Source: an optimization exercise on an open RTL-to-GDS flow (aim: small area, a short achievable clock period and few clock cycles per item). Production flows keep margins and buffers that such runs may drop.

job 7792:
==> flow/design.v <==
module div(
    input                               clk,
    input                               resetn,
    input                               signed_div_i,
    input   [31:0]                   operand1_i,
    input   [31:0]                   operand2_i,
    input                               start_i,
    input                               annul_i,
    output  reg[63:0]          result_o,
    output  reg                         ready_o
);
localparam S_IDLE = 3'd0;
localparam S_NEG  = 3'd1;
localparam S_NORM = 3'd2;
localparam S_ITER = 3'd3;
localparam S_DONE = 3'd4;
reg [2:0]  state;
reg [31:0] rem;       
reg [32:0] dsr;       
reg [31:0] quo;
reg [4:0]  cnt;
reg [4:0]  lz_a;      
reg [4:0]  lz_b;      
wire sa_in = signed_div_i & operand1_i[31];
wire sb_in = signed_div_i & operand2_i[31];
wire b_zero = ~|operand2_i;
wire [32:0] b_ext = {sb_in, operand2_i};
wire neg_in = sa_in ^ sb_in;          
genvar k, i;
function [4:0] lzc32;
    input [31:0] v;
    input        s;
    reg [7:0] nz;
    reg [7:0] oh;
    reg [3:0] nb;
    reg [2:0] hi;
    integer n;
    begin
        for (n = 0; n < 8; n = n + 1)
            nz[n] = s ? ~&v[4*n +: 4] : |v[4*n +: 4];
        for (n = 0; n < 8; n = n + 1)
            oh[n] = nz[n] & ~|(nz >> (n + 1));
        nb = 4'd0;
        hi = 3'd0;
        for (n = 0; n < 8; n = n + 1) begin
            nb = nb | ({4{oh[n]}} & v[4*n +: 4]);
            hi = hi | ({3{oh[n]}} & (3'd7 - n[2:0]));
        end
        nb = nb ^ {4{s}};
        lzc32 = {hi, ~nb[3] & ~nb[2], ~nb[3] & (nb[2] | ~nb[1])};
    end
endfunction
wire [31:0] wa = sa_in ? {~operand1_i[30:0], 1'b1} : operand1_i;
wire [31:0] wb = {operand2_i[31:1], ~sb_in};
wire [7:0] nz_a, nz_b, nz_b_above;
generate
    for (k = 0; k < 8; k = k + 1) begin : nib
        assign nz_a[k] = |wa[4*k+3:4*k];
        assign nz_b[k] = sb_in ? ~&wb[4*k+3:4*k] : |wb[4*k+3:4*k];
        if (k == 7) begin : top
            assign nz_b_above[k] = 1'b0;
        end else begin : below
            assign nz_b_above[k] = |nz_b[7:k+1];
        end
    end
endgenerate
wire small_in = ~|(nz_a & ~nz_b_above);
wire [4:0] sg = lz_b & ~lz_a;
wire [4:0] sp = lz_b | ~lz_a;
wire [4:0] sc;      
assign sc[0] = 1'b1;
assign sc[1] = sg[0] | sp[0];
assign sc[2] = sg[1] | sp[1] & (sg[0] | sp[0]);
assign sc[3] = sg[2] | sp[2] & sg[1] | sp[2] & sp[1] & (sg[0] | sp[0]);
assign sc[4] = sg[3] | sp[3] & sg[2] | sp[3] & sp[2] & sg[1]
             | sp[3] & sp[2] & sp[1] & (sg[0] | sp[0]);
wire [4:0] first = (lz_b ^ sc) ^ ~lz_a;
wire        sa = sa_in;          
wire        neg_q = neg_in;      
wire        rem_s = sa & rem[31];
wire [33:0] x = {rem_s, rem_s, rem};
wire [33:0] y = ~{dsr[32], dsr};
wire [33:0] g0 = x & y;
wire [33:0] p0 = x | y;
wire [33:0] gg [0:6];
wire [33:0] pp [0:6];
assign gg[0] = g0;
assign pp[0] = p0;
generate
    for (k = 0; k < 6; k = k + 1) begin : ks
        for (i = 0; i < 34; i = i + 1) begin : kb
            if (i >= (1 << k)) begin : comb
                assign gg[k+1][i] = gg[k][i] | (pp[k][i] & gg[k][i - (1 << k)]);
                assign pp[k+1][i] = pp[k][i] & pp[k][i - (1 << k)];
            end else begin : pass
                assign gg[k+1][i] = gg[k][i];
                assign pp[k+1][i] = pp[k][i];
            end
        end
    end
endgenerate
wire [33:0] gt = gg[6];
wire [33:0] pt = pp[6];
wire [33:0] carry = {gt[32:0] | pt[32:0], 1'b1};
wire [33:0] sum = (x ^ carry) ^ y;
wire neg_le = (x[33] ^ gt[32]) ^ y[33];
wire take = sa ? neg_le : ~sum[33];
wire [32:0] sh [0:5];
assign sh[0] = dsr;
generate
    for (k = 0; k < 5; k = k + 1) begin : shs
        assign sh[k+1] = first[k] ? {sh[k][32 - (1 << k):0], {(1 << k){1'b0}}} : sh[k];
    end
endgenerate
always @(*) begin
    result_o = {rem[31:0], quo};
    ready_o  = (state == S_DONE);
end
always @(posedge clk) begin
    lz_a  <= lzc32(wa, 1'b0);
    lz_b  <= lzc32(wb, sb_in);
    case (state)
        S_IDLE:  dsr <= b_ext;
        S_NEG:   dsr <= sum[32:0];      
        S_NORM:  dsr <= sh[5];
        default: dsr <= {dsr[32], dsr[32:1]};
    endcase
    if (state == S_NORM) cnt <= first;
    else                 cnt <= cnt - 5'd1;
    case (state)
        S_IDLE:  quo <= 32'd0;
        S_NEG:   quo <= 32'd0;
        S_NORM:  quo <= {32{neg_q & take}};
        default: quo <= {quo[30:0], take ^ neg_q};
    endcase
    case (state)
        S_IDLE:  rem <= (b_zero | neg_in & ~small_in) ? 32'd0 : operand1_i;
        S_NEG:   rem <= operand1_i;
        S_NORM:  if (take & neg_q) rem <= sum[31:0];
        S_ITER:  if (take) rem <= sum[31:0];
        default: ;
    endcase
    if (resetn == 1'b0) begin
        state <= S_IDLE;
    end else begin
        case (state)
            S_IDLE: begin
                if (start_i && !annul_i) begin
                    if (b_zero | small_in) state <= S_DONE;
                    else if (neg_in)       state <= S_NEG;
                    else                   state <= S_NORM;
                end
            end
            S_NEG:  state <= annul_i ? S_IDLE : S_NORM;
            S_NORM: begin
                if (annul_i)    state <= S_IDLE;
                else if (!take) state <= S_DONE;     
                else            state <= S_ITER;
            end
            S_ITER: begin
                if (annul_i)           state <= S_IDLE;
                else if (cnt == 5'd0)  state <= S_DONE;
            end
            default: state <= S_IDLE;
        endcase
    end
end
endmodule
Settings: LEC_CHECK=0, CAP_MARGIN=20, CORE_MARGIN=2, CORE_UTILIZATION=55, CTS_BUF_LIST=sky130_fd_sc_hd__clkbuf_8, SETUP_SLACK_MARGIN=1.5, SLEW_MARGIN=20; clock period 5.0 ns.
standard.sh (not shown) runs the stock make flow with config.mk's settings and CLKGATE_MAP_FILE= SYNTH_SCRIPT=/design/flow/synth_recipe.tcl, a recipe that flattens the netlist after the stock synthesis.
==> flow/flow/run.sh <==
#!/bin/bash
# The standard layout, with the ports buffered by buf_2 cells.
set -euo pipefail
bash standard.sh "BUFFER_PORTS_ARGS=-buffer_cell sky130_fd_sc_hd__buf_2" finish > standard_flow.log 2>&1
The following lists how job 4972 was set up differently from job 7792:
diff --git a/flow/design.v b/flow/design.v
--- a/flow/design.v
+++ b/flow/design.v
@@ -21,6 +21,8 @@
 reg [4:0]  cnt;
 reg [4:0]  lz_a;      
 reg [4:0]  lz_b;      
+reg        sa;        
+reg        sb;        
 wire sa_in = signed_div_i & operand1_i[31];
 wire sb_in = signed_div_i & operand2_i[31];
 wire b_zero = ~|operand2_i;
@@ -75,36 +77,12 @@
 assign sc[4] = sg[3] | sp[3] & sg[2] | sp[3] & sp[2] & sg[1]
              | sp[3] & sp[2] & sp[1] & (sg[0] | sp[0]);
 wire [4:0] first = (lz_b ^ sc) ^ ~lz_a;
-wire        sa = sa_in;          
-wire        neg_q = neg_in;      
+wire        neg_q = sa ^ sb;     
 wire        rem_s = sa & rem[31];
 wire [33:0] x = {rem_s, rem_s, rem};
-wire [33:0] y = ~{dsr[32], dsr};
-wire [33:0] g0 = x & y;
-wire [33:0] p0 = x | y;
-wire [33:0] gg [0:6];
-wire [33:0] pp [0:6];
-assign gg[0] = g0;
-assign pp[0] = p0;
-generate
-    for (k = 0; k < 6; k = k + 1) begin : ks
-        for (i = 0; i < 34; i = i + 1) begin : kb
-            if (i >= (1 << k)) begin : comb
-                assign gg[k+1][i] = gg[k][i] | (pp[k][i] & gg[k][i - (1 << k)]);
-                assign pp[k+1][i] = pp[k][i] & pp[k][i - (1 << k)];
-            end else begin : pass
-                assign gg[k+1][i] = gg[k][i];
-                assign pp[k+1][i] = pp[k][i];
-            end
-        end
-    end
-endgenerate
-wire [33:0] gt = gg[6];
-wire [33:0] pt = pp[6];
-wire [33:0] carry = {gt[32:0] | pt[32:0], 1'b1};
-wire [33:0] sum = (x ^ carry) ^ y;
-wire neg_le = (x[33] ^ gt[32]) ^ y[33];
-wire take = sa ? neg_le : ~sum[33];
+wire [33:0] y = {dsr[32], dsr};
+wire [33:0] sum = x - y;
+wire take = sa ? ($signed(x) <= $signed(y)) : ($signed(x) >= $signed(y));
 wire [32:0] sh [0:5];
 assign sh[0] = dsr;
 generate
@@ -119,6 +97,8 @@
 always @(posedge clk) begin
     lz_a  <= lzc32(wa, 1'b0);
     lz_b  <= lzc32(wb, sb_in);
+    sa    <= sa_in;
+    sb    <= sb_in;
     case (state)
         S_IDLE:  dsr <= b_ext;
         S_NEG:   dsr <= sum[32:0];      
### Flow results
Job 4972: PASS, flow complete, no timing, DRC or antenna violations. [compare] base=job 7792 new=job 4972: routed wire length saw a decrease; synthesis-to-layout area growth decreased by 4.2 points relative to the old numbers. ~same clock tree skew after final layout in job 7792 and job 4972. | global-route wire length before repair | job 4972 vs job 7792 | better |. Against job 7792 as the reference, job 4972 delivers a higher flip-flop and latch count. The die used by job 4972 is smaller than the one used by job 7792. Going from job 7792 to job 4972, starting utilization of the core area climbed 0.57 points; sequential share of layout area up 1.6 points; setup slack decreased 0.044 ns. Global-route usage over all layers: job 4972 vs job 7792 down 0.45 points.
No run of this note included a check of the RTL's function; only the layout flow was run.

## afterwards: timing with drivers on the ports
The results above use ideal ports. As a check the final layouts listed here were re-extracted and re-timed, cells and wires unchanged.
Step 1 sets driving cells, clkbuf_16 on the clock port and buf_2 on the other inputs (assumed; they add their load-dependent delay and slew).
Step 2 adds t to the input delays and takes it off the output delays; t is the mean of the earliest and latest rising clock arrival at the registers after step 1. Input paths then give back, and output paths get back, about the clock's delay inside the block.
a / b / c = ideal / step 1 / step 2; a / b = the first two.
run	shift t [ns]	slack for setup (ns)	slew at the worst register clock pin (ns)	worst slew at a driven data input, ns
job 7792	0.506	1.529 / 1.529 / 1.092	0.10 / 0.10	0.04
job 4972	0.510	1.484 / 1.484 / 1.129	0.10 / 0.10	0.04
After both steps every run listed still meets setup and hold. The setup slack of job 7792, which loses most, moves by 0.000 ns with the drivers and by -0.437 ns with both steps.
